What follows belongs to an exercise in optimizing a design on an open flow for small area, a short achievable clock period and few clock cycles; a production flow would make more cautious choices.
Only simulation tests tie the RTL to the original design; equivalence was not proved.

[run.sh]
#!/bin/bash
# synth_recipe.tcl (not shown) runs the flow's synth.tcl, then flattens the netlist and writes it again
# the make line also repeats each setting of config.mk as NAME=value (left out here)
make -C /OpenROAD-flow-scripts/flow DESIGN_CONFIG=/design/flow/config.mk WORK_HOME=/design/flow/orfs CLKGATE_MAP_FILE= SYNTH_SCRIPT=/design/flow/synth_recipe.tcl finish
[config.mk]
export PLATFORM = sky130hd
export DESIGN_NAME = CONV
export DESIGN_NICKNAME = CONV
export VERILOG_FILES = /design/flow/design.v
export SDC_FILE = /design/flow/constraint.sdc
export NUM_CORES = 4
export LEC_CHECK = 0
export CAP_MARGIN = 20
export CORE_MARGIN = 2
export CORE_UTILIZATION = 40
export SLEW_MARGIN = 20
[constraint.sdc]
create_clock -name core_clock -period 22.0 [get_ports {clk}]
set_input_delay 4.4000 -clock core_clock [delete_from_list [all_inputs] [get_ports {clk}]]
set_output_delay 4.4000 -clock core_clock [all_outputs]
set_load 0.01 [all_outputs]
[design.v]
`timescale 1ns/10ps
module  CONV(
	input		        clk,
	input		        reset,
	output reg 	        busy,	
	input		        ready,	
	output     [11:0]   iaddr,
	input      [19:0]   idata,	
	output reg 	        cwr,
	output reg [11:0]   caddr_wr,
	output reg [19:0]   cdata_wr,
	output reg 	        crd,
	output reg [11:0]   caddr_rd,
	input      [19:0]   cdata_rd,
	output reg [2:0]    csel
);
parameter ST_INIT = 3'b000,
          ST_RDOP = 3'b001,
          ST_OUT1 = 3'b010,
          ST_POOL = 3'b011,
          ST_OUT2 = 3'b100,
          ST_FLAT = 3'b101,
          ST_OUT3 = 3'b110,
          ST_DONE = 3'b111;
reg [2:0] curr_state, next_state;
wire readone, pooldone, flatdone;
reg outkernel;        
wire [59:0] px012, px345, px678;
wire [3:0] count9;    
wire [12:0] count4096;   
wire [11:0] count1024;   
wire [11:0] count2048;
wire [19:0] poolres;
wire [19:0] flatres;
wire [11:0] rdaddr_pool;     
wire [11:0] rdaddr_flat;
wire [19:0] conv0_res, conv1_res;
always @(*) begin
    case (curr_state) 
        ST_INIT: 
            next_state = (ready) ? ST_RDOP : ST_INIT;
        ST_RDOP: 
            next_state = (readone) ? ST_OUT1 : ST_RDOP;
        ST_OUT1: begin
            if (count4096 == 13'd4096 & outkernel == 1'b1)
                next_state = ST_POOL;
            else if (outkernel == 1'b1)
                next_state = ST_RDOP;
            else 
                next_state = ST_OUT1;
        end
        ST_POOL: begin
            if (pooldone)
                next_state = ST_OUT2;
            else
                next_state = ST_POOL;
        end
        ST_OUT2: begin
            if (count1024 == 12'd1023 & outkernel == 1'b1)
                next_state = ST_FLAT; 
            else
                next_state = ST_POOL;
        end
        ST_FLAT: 
            next_state = ST_OUT3;
        ST_OUT3:
            next_state = (count2048 == 12'd2047) ? ST_DONE : ST_FLAT;
        ST_DONE:
            next_state = ST_DONE;
        default:
            next_state = ST_INIT;
    endcase
end
always @(posedge clk or posedge reset) begin
    if (reset)
        curr_state <= ST_INIT;
    else
        curr_state <= next_state;
end
reg busy_asyn;
always @(*) begin
    case (curr_state) 
        ST_INIT: begin
            crd  = 1'b0;
            cwr  = 1'b0;
            busy_asyn = 1'b0;
            csel = 3'b000;
        end
        ST_RDOP: begin
            crd  = 1'b0;
            cwr  = 1'b0;
            busy_asyn = 1'b1;
            csel = 3'b000;
        end
        ST_OUT1: begin
            crd  = 1'b0;
            cwr  = 1'b1;
            busy_asyn = 1'b1;
            csel = (outkernel == 1'b0) ? 3'b001 : 3'b010;
        end
        ST_POOL: begin
            crd  = 1'b1;
            cwr  = 1'b0;
            busy_asyn = 1'b1;
            csel = (outkernel == 1'b0) ? 3'b001 : 3'b010;
        end
        ST_OUT2: begin
            crd  = 1'b0;
            cwr  = 1'b1;
            busy_asyn = 1'b1;
            csel = (outkernel == 1'b0) ? 3'b011 : 3'b100;
        end
        ST_FLAT: begin
            crd  = 1'b1;
            cwr  = 1'b0;
            busy_asyn = 1'b1;
            csel = (outkernel == 1'b0) ? 3'b011 : 3'b100;
        end
        ST_OUT3: begin
            crd  = 1'b0;
            cwr  = 1'b1;
            busy_asyn = 1'b1;
            csel = 3'b101;
        end
        ST_DONE: begin
            crd  = 1'b0;
            cwr  = 1'b0;
            busy_asyn = 1'b0;
            csel = 3'b000;
        end
        default: begin
            crd  = 1'b0;
            cwr  = 1'b0;
            busy_asyn = 1'b0;
            csel = 3'b000;
        end
    endcase
end
always @(posedge clk, posedge reset) begin
    if(reset)
        busy <= 1'b0;
    else
        busy <= busy_asyn;
end
always @(posedge clk or posedge reset) begin
    if (reset)
        outkernel <= 1'b0;
    else begin
        case (curr_state)
            ST_RDOP:    
                outkernel <= 1'b0;
            ST_OUT1:    
                outkernel <= outkernel + 1'b1;
            ST_OUT2:    
                outkernel <= outkernel + 1'b1;
            ST_OUT3: 
                outkernel <= outkernel + 1'b1;
        endcase
    end
end
always @(*) begin
    case(curr_state)
        ST_RDOP:      
            caddr_wr = count4096 - 1;
        ST_OUT1:      
            caddr_wr = count4096 - 1;
        ST_POOL:      
            caddr_wr = count1024;
        ST_OUT2:
            caddr_wr = count1024;
        ST_OUT3:
            caddr_wr = count2048;
        default:
            caddr_wr = 0;
    endcase
end
always @(*) begin
    case (curr_state)
        ST_OUT1: begin
            if (outkernel == 1'b0)
                cdata_wr = (conv0_res[19] == 1'b1) ? 20'b0 : conv0_res;
            else
                cdata_wr = (conv1_res[19] == 1'b1) ? 20'b0 : conv1_res; 
        end
        ST_OUT2:
            cdata_wr = poolres;
        ST_OUT3:
            cdata_wr = flatres;
        default: 
            cdata_wr = 20'b0;
    endcase
end
always @(*) begin
    case (curr_state)
        ST_POOL:
            caddr_rd = rdaddr_pool;
        ST_OUT2: begin
            caddr_rd = rdaddr_pool;
        end
        ST_FLAT:
            caddr_rd = rdaddr_flat;
        ST_OUT3:
            caddr_rd = 12'b0;
        default:
            caddr_rd = 12'b0;
    endcase
end
READ read(
    .clk(clk),
    .rst(reset),
    .ready(ready),
    .readone(readone),
    .rdindex(count4096),
    .read_counter(count9),
    .iaddr(iaddr),
    .idata(idata),
    .state(curr_state),
    .row0(px012),
    .row1(px345),
    .row2(px678)
);
CAL cal(
    .clk(clk),
    .rst(reset),
    .row1(px012),
    .row2(px345),
    .row3(px678),
    .k0_res(conv0_res),
    .k1_res(conv1_res),
    .state(curr_state),
    .counter(count9)
);
POOL pool(
    .clk(clk),
    .rst(reset),
    .cdata_rd(cdata_rd),
    .rdaddr_pool(rdaddr_pool),
    .pooldone(pooldone),
    .state(curr_state),
    .poolres(poolres),
    .kernelsel(outkernel),
    .wrtidx_pool(count1024)
);
FLAT flat(
    .clk(clk),
    .rst(reset),
    .state(curr_state),
    .wrtidx_flat(count2048),
    .rdidx_flat(rdaddr_flat),
    .cdata_rd(cdata_rd),
    .wrt_out(flatres),
    .kernelout(outkernel)
);
endmodule
module READ(clk, rst, ready, readone,  rdindex, read_counter, iaddr, idata, state, row0, row1, row2);
    input clk, rst, ready;
    input [2:0] state;
    input [19:0] idata;
    output reg [12:0] rdindex;    
    output [59:0] row0, row1, row2;
    output [11:0] iaddr;
    output readone;      
    output reg [3:0] read_counter;  
    wire [12:0] rdindex_signed;
    reg [5:0] row_counter;   
    reg signed [19:0] pixel [0:8];
    wire [12:0] read_index [0:9];     
    reg signed [12:0] addr;  
    wire pad;        
    wire lborder_detect, rborder_detect, outrange_detect;
    assign rdindex_signed = rdindex;
    assign readone = (read_counter == 4'b1001) ? 1'b1 : 1'b0;
    assign iaddr = addr[11:0];
    assign lborder_detect = (row_counter == 6'b0 && ((read_index[read_counter] & 13'h3f) == 13'h3f));
    assign rborder_detect = (row_counter == 6'd63 && (((read_index[read_counter] - 13'b1) & 13'h3f) == 13'h3f));
    assign outrange_detect = (read_index[read_counter] > 4095);
    assign pad = outrange_detect | lborder_detect | rborder_detect;
    assign row0 = {pixel[0], pixel[1], pixel[2]},
           row1 = {pixel[3], pixel[4], pixel[5]},
           row2 = {pixel[6], pixel[7], pixel[8]};
    assign read_index[0] = rdindex_signed - 12'd65 ,
           read_index[1] = rdindex_signed - 12'd64 ,
           read_index[2] = rdindex_signed - 12'd63 ,
           read_index[3] = rdindex_signed - 12'd1  ,
           read_index[4] = rdindex_signed          ,
           read_index[5] = rdindex_signed + 12'd1  ,
           read_index[6] = rdindex_signed + 12'd63 ,
           read_index[7] = rdindex_signed + 12'd64 ,
           read_index[8] = rdindex_signed + 12'd65 ,
           read_index[9] = -1;
    integer i;
    always @(*) begin
        if (rst)
            addr = 13'b0;
        else begin
            case (state)
                3'b001: 
                    addr = read_index[read_counter];
                default:
                    addr = 13'b0;
            endcase
        end
    end
    always @(posedge clk or posedge rst) begin
        if (rst) begin
            for (i = 0; i < 9; i = i + 1)
                pixel[i] <= 20'b0;
        end
        else begin
            case (state) 
                3'b001: begin
                    pixel[read_counter] <= (pad) ? 20'b0 : idata;
                end
            endcase
        end
    end
    always @(posedge clk or posedge rst) begin
        if (rst) begin
            rdindex         <= 12'b0;
            row_counter     <= 6'b0;
            read_counter    <= 4'b0;
        end
        else begin
            if (state == 3'b001) begin   
                read_counter <= read_counter + 1;
                if (read_counter == 4'b1000) begin
                    row_counter <= row_counter + 6'b1;
                    rdindex         <= rdindex + 12'b1;  
                end
            end
            else if (state == 3'b010) begin      
                read_counter    <= 4'b0;
            end
        end
    end
endmodule
module CAL(
    clk, rst, 
    row1, row2, row3,
    k0_res, k1_res,
    state,
    counter             
);
    input clk, rst;
    input [59:0] row1, row2, row3;
    input [2:0] state;
    output [19:0] k0_res, k1_res;
    input [3:0] counter;
    reg signed [39:0] mult1 [0:8];   
    reg signed [39:0] mult2 [0:8];   
    wire signed [39:0] bias1, bias2;
    wire signed [19:0] px [0:8];
    wire signed [39:0] tempsum1, tempsum2; 
    wire signed [19:0] ker1 [0:8];
    wire signed [19:0] ker2 [0:8];
    assign bias1 = {4'b0, 20'h01310, 16'b0},
           bias2 = {4'b0, 20'hF7295, 16'b0};
    assign px[0] = row1[59:40], px[1] = row1[39:20], px[2] = row1[19:0],
           px[3] = row2[59:40], px[4] = row2[39:20], px[5] = row2[19:0],
           px[6] = row3[59:40], px[7] = row3[39:20], px[8] = row3[19:0];
    assign ker1[0] = 20'h0A89E, ker1[1] = 20'h092D5, ker1[2] = 20'h06D43,
           ker1[3] = 20'h01004, ker1[4] = 20'hF8F71, ker1[5] = 20'hF6E54,
           ker1[6] = 20'hFA6D7, ker1[7] = 20'hFC834, ker1[8] = 20'hFAC19;
    assign ker2[0] = 20'hFDB55, ker2[1] = 20'h02992, ker2[2] = 20'hFC994,
           ker2[3] = 20'h050FD, ker2[4] = 20'h02F20, ker2[5] = 20'h0202D,
           ker2[6] = 20'h03BD7, ker2[7] = 20'hFD369, ker2[8] = 20'h05E68;
    always @ (*) begin
        mult1[0] = px[0] * ker1[0];
        mult1[1] = px[1] * ker1[1];
        mult1[2] = px[2] * ker1[2];
        mult1[3] = px[3] * ker1[3];
        mult1[4] = px[4] * ker1[4];
        mult1[5] = px[5] * ker1[5];
        mult1[6] = px[6] * ker1[6];
        mult1[7] = px[7] * ker1[7];
        mult1[8] = px[8] * ker1[8];
        mult2[0] = px[0] * ker2[0];
        mult2[1] = px[1] * ker2[1];
        mult2[2] = px[2] * ker2[2];
        mult2[3] = px[3] * ker2[3];
        mult2[4] = px[4] * ker2[4];
        mult2[5] = px[5] * ker2[5];
        mult2[6] = px[6] * ker2[6];
        mult2[7] = px[7] * ker2[7];
        mult2[8] = px[8] * ker2[8];
    end
    assign tempsum1 = (mult1[0] + mult1[1]) + (mult1[2] + mult1[3]) + (mult1[4] + mult1[5]) + (mult1[6] + mult1[7]) + (mult1[8]) + bias1,
           tempsum2 = (mult2[0] + mult2[1]) + (mult2[2] + mult2[3]) + (mult2[4] + mult2[5]) + (mult2[6] + mult2[7]) + (mult2[8]) + bias2;
    assign k0_res = (tempsum1[35:16] + tempsum1[15]),
           k1_res = (tempsum2[35:16] + tempsum2[15]);
endmodule
module POOL(clk, rst, cdata_rd, rdaddr_pool, pooldone, state, poolres, kernelsel, wrtidx_pool);
    input clk, rst;
    input [19:0] cdata_rd;
    input [2:0] state;
    output pooldone;
    output [19:0] poolres;
    input kernelsel;
    output [11:0] rdaddr_pool;           
    output reg [11:0] wrtidx_pool;           
    reg [11:0] read_index;
    reg [3:0] count4;           
    wire [11:0] read_addr4 [0:4];
    reg [19:0] tempmax;          
    reg [5:0] row_count;         
    assign pooldone = (count4 == 3'd4) ? 1'b1 : 1'b0; 
    assign poolres  = tempmax;
    assign read_addr4[0] = read_index         ,
           read_addr4[1] = read_index + 12'b1 ,
           read_addr4[2] = read_index + 12'd64,
           read_addr4[3] = read_index + 12'd65,
           read_addr4[4] = read_index + 12'd65;
    assign rdaddr_pool = read_addr4[count4];
    reg [19:0] max1, max2;
    reg [19:0] in4 [0:4];
    always @(posedge clk or posedge rst) begin
        if (rst) begin
            read_index  <= 12'b0;
            count4      <= 3'b0;
            in4[0] <= 20'b0; in4[1] <= 20'b0; in4[2] <= 20'b0; in4[3] <= 20'b0; in4[4] <= 20'b0;
            row_count   <= 6'b0;
            wrtidx_pool <= 12'b0;
        end
        else begin
            case (state)
                3'b010: begin    
                    read_index  <= 12'b0;
                    row_count   <= 6'b0;
                    wrtidx_pool <= 12'b0;
                end
                3'b011: begin    
                    count4      <= count4 + 3'b1;
                    in4[count4] <= cdata_rd;
                end
                3'b100: begin    
                    if (kernelsel == 1'b1) begin
                        count4      <= 0;
                        read_index  <= (row_count == 6'd62) ? (read_index + 12'd66) : (read_index + 12'd2);
                        row_count   <= (row_count == 6'd62) ? 0 : (row_count + 6'd2);
                        wrtidx_pool <= wrtidx_pool + 12'b1;
                    end                 
                    else begin
                        count4  <= 3'b0;
                    end
                end
            endcase
        end
    end
    always @(*) begin
        if (rst) begin
            max1 = 20'b0; max2 = 20'b0; tempmax = 20'b0;
        end
        else begin
            max1 = (in4[0] > in4[1]) ? in4[0] : in4[1];
            max2 = (in4[2] > in4[3]) ? in4[2] : in4[3];
            tempmax = (max1 > max2) ? max1 : max2;
        end
    end
endmodule
module FLAT(clk, rst, state, wrtidx_flat, rdidx_flat, cdata_rd, wrt_out, kernelout);
    input clk, rst;
    input [2:0] state;
    input [19:0] cdata_rd;
    input kernelout;
    output reg [11:0] wrtidx_flat;       
    output reg [11:0] rdidx_flat;          
    output [19:0] wrt_out;
    assign wrt_out = cdata_rd;
    always @(posedge clk or posedge rst) begin
        if (rst) begin
            wrtidx_flat <= 12'hfff;
            rdidx_flat  <= 12'b0;
        end
        else begin
            case (state) 
                3'b101: begin        
                    wrtidx_flat <= wrtidx_flat + 12'b1;
                end
                3'b110: begin        
                    if (kernelout == 1'b1) rdidx_flat <= rdidx_flat + 12'b1;
                end 
            endcase
        end
    end
endmodule 
==> impl_metrics.csv <==
group,metric,value,unit
clock_tree,cts_resized,0,
setup_path,crit_arrival,16140,ps
place,port_buffers,104,
cells_and_area,layout-drive-gt1-share,0.03342,
routing,vias_per_cell,5.143,
clock_tree,cts_tree,"done",
yosys,synthArstFlopShare,1.000,
yosys,yosysMostFrequentCell,"inv_1",
timing,layout_worst_path_cycle_share,0.9336,
yosys,synth_mux_area_frac,0.01165,
grt,grt_overflow,0,
grt,grt_pass1_wl,629.1,mm
yosys,avgSynthCellArea,9.796,um^2
routing,totalWireLength,429.2,mm
yosys,synth_compound_area_frac,0.07372,
clock_tree,clkTransAtPathRegs,60,ps
run_status,status,"complete, no violations",
cells_and_area,stdcell_area,130800,um^2
timing,tightest_slew,1198,ps
yosys,synth_top_family_by_area,"adder cells",
setup_path,crit_fanout,18,
clock_tree,numCtsBuffers,51,
setup_path,end_kind,"primary output",
timing,final_max_slew_viol_count,0,
cells_and_area,syn_to_final_growth,6.855,%
setup_path,crit_top_cell,"fa_1",
setup_path,path_depth,45,
yosys,synth_largest_area_cell,"fa_1",
grt,grt_max_degree,119,
yosys,synth_xor_area_frac,0.04448,
yosys,syn_area,122400,um^2
place,dp_hpwl,377.7,mm
routing,via_count,86100,
floorplan,die_w,557.2,um
cells_and_area,fillers,30000,
yosys,synthAdderAreaFrac,0.6246,
hold_path,hold_class,"reg2reg",
routing,drtPass1Iterations,8,
yosys,synth-seq-cells,344,
setup_path,cp_data_required_time,17600,ps
yosys,ys_seq_area_frac,0.07044,
setup_path,setup.worst_path.start_class,"register",
place,placement.cell_area,128900,um^2
setup_path,crit_type,"reg2out",
yosys,synth_nets,17190,
clock_tree,post_cts_buffers,0,
setup_path,ff2ff_path_depth,20,
routing,wire_per_inst,25.63,um
yosys,synth_ff_type,"dfrtp_1",
floorplan,floorplan.initialDensity,0.4010,
routing,drc,0,
yosys,synth_cell_type_count,93,
setup_path,critPathTopFamily,"adder cells",
clock_tree,clock_latency,730,ps
setup_path,worst-path-buf-inv,10,
yosys,yosysWarnings,9,
hold_path,hold_depth,1,
grt,grt_pass1_vias,90370,
timing,finalSetupViolations,0,
timing,slew_headroom,0.1989,
floorplan,row_count,203,
timing,finalHoldViolCount,0,
floorplan,num_io_pins,105,
timing,max_freq,48.69,MHz
cells_and_area,fin_util,0.4285,
routing,ant_nets,0,
timing,period_minus_slack,20540,ps
setup_path,cp_slowest_cell,"fa_1",
timing,rsz0062_at_grt,"false",
place,gp_congestion,1.079,
clock_tree,h-tree-depth,2,
routing,first_iter_violations,7587,
grt,antenna_found_initial,26,
yosys,synth-simple-area-share,0.05418,
cells_and_area,finalNetCount,17280,
timing,fin_skew,39.74,ps
setup_path,critPathMaxStageDelay,780,ps
yosys,synth-edff-count,0,
floorplan,die_height,557.2,um
yosys,synth_common_cells,"inv_1, fa_1, ha_1",
floorplan,coreArea,305300,um^2
timing,fin_worst_hold_slack,474.3,ps
yosys,syn_inst,12500,
clock_tree,cts-root-buf,"clkbuf_16",
timing,setup_tns,0,ps
yosys,netlist.area_leader.share,0.3995,
clock_tree,clock-sinks,344,
grt,grt_use_total,0.2837,
run,maxCapViolCount,0,
yosys,ys_top_cells_by_area,"fa_1, ha_1, inv_1",
clock_tree,cts_hold_buf,0,
clock_tree,clk_path_buf_depth,3,
place,place_inst,16630,
cells_and_area,stdcell_count,16740,
floorplan,die_area,310500,um^2
placed cells by master, fill, tap and decap left out, types with 47 or more instances in the layout:
cell | Yosys | final
a31oi_1 | 55 | 55
ha_1 | 2203 | 2203
and3_1 | 64 | 63
buf_4 | 0 | 116
fa_1 | 2443 | 2443
o22ai_1 | 182 | 182
clkbuf_16 | 0 | 51
dfrtp_1 | 332 | 323
mux2_2 | 100 | 100
nand3_1 | 91 | 91
nand4_1 | 49 | 49
a21oi_1 | 358 | 357
inv_1 | 3746 | 3745
nor3_1 | 83 | 79
xor2_1 | 197 | 196
o21ai_0 | 298 | 295
nor2_1 | 296 | 291
o21bai_1 | 58 | 58
nand2_1 | 525 | 525
nor2b_1 | 47 | 47
nand2b_1 | 67 | 67
clkdlybuf4s50_1 | 0 | 102
a21o_1 | 142 | 142
xnor2_1 | 415 | 404
flip-flops by register name (all words and copies together), names as in the netlist, 5 cells and up:
register / count
flat.wrtidx_flat: 12
read.rdindex: 13
pool.in4: 80
pool.row_count: 5
read.pixel: 180
read.row_counter: 6
pool.wrtidx_pool: 12
flat.rdidx_flat: 12
pool.read_index: 11
final timing paths:
kind	start	endpoint	slack, ps
worst max-delay path	read.pixel[5][4]	cdata_wr[3]	1460
worst min-delay path	flat.rdidx_flat[11]	flat.rdidx_flat[11]	470
worst max register to register	read.read_counter[0]	read.pixel[0][0]	16040
worst min register to register	flat.rdidx_flat[11]	flat.rdidx_flat[11]	470
max in group asynchronous	reset	read.pixel[0][19]	15120
min in group asynchronous	reset	pool.count4[3]	4190
area by class of cell:
type / count / area, um^2 / share of cell area
inverter: 3750 / 14080 / 0.1077
antenna: 14 / 35.03 / 0.0002678
clock buffer: 71 / 1451 / 0.01109
sequential: 344 / 8635 / 0.06600
tap: 4100 / 5130 / 0.03921
clock inverter: 22 / 401.6 / 0.003070
timing repair buffer: 222 / 1929 / 0.01475
multi-input combinational: 8219 / 99160 / 0.7580
per-layer routing:
metal  share of wire  up-vias  global-route usage  wire (um)
met5         0.00011        -                   0         46
met1            0.42    43980              0.3791     178800
met2            0.45     2813              0.4470     193200
met4           0.053        6              0.1226      22880
met3           0.080      523             0.05533      34220
li1                -    38780                   -          -
per-stage QoR:
| step | worst slack [ps] |
|---|---|
| global route | 983.0 |
| floorplan | 4344 |
| global placement | 2614 |
| finish | 1462 |
| detailed placement | 2440 |
| CTS | 1645 |
cell families (layout without fill, tap and decap cells):
group                      Yosys count  count (layout)
other                                0              14
muxes                              130             130
adders and majority gates         4646            4646
AOI/OAI and AO/OA                 1423            1423
DFF                                344             344
buffers and inverters             3935            4065
xor gates and xnor gates           616             616
and+or+nand+nor                   1404            1404
worst register-to-register path, cell delays in order (launching register included):
cell and delay [ps]:
dfrtp_1 440, inv_1 110, ha_1 440, or3b_2 480, a21o_1 300, fa_1 440
a21o_1 190, a21oi_1 220, o21bai_1 90, a21oi_1 220, o21bai_1 90, a21oi_1 230
o21bai_1 110, a21oi_1 230, o21bai_1 90, a21oi_1 190, xor2_1 180, a2111o_2 180
buf_12 320, buf_4 880, o22ai_1 340
Testbench counts, summed over its fixed seeds: cycles 262,152.

-- afterwards: timing with drivers on the ports --
The results above use ideal ports. As a check the final layout listed here was re-extracted and re-timed, cells and wires unchanged. Step 1, drivers: a clkbuf_16 drives clk and a buf_2 each remaining input, both assumed. Step 2 adds t to the input delays and takes it off the output delays; t is the mean of the earliest and latest rising clock arrival at the registers after step 1. Input paths then give back, and output paths get back, about the clock's delay inside the block. a / b / c = ideal / step 1 / step 2; a / b = the first two.
t (ns): 0.811
setup slack, ns: 1.462 / 1.352 / 2.163
worst setup path at the end: register to output
After both steps this run still meets setup and hold. For this run, drivers alone change the setup slack by -0.110 ns; drivers and shift together by +0.701 ns.
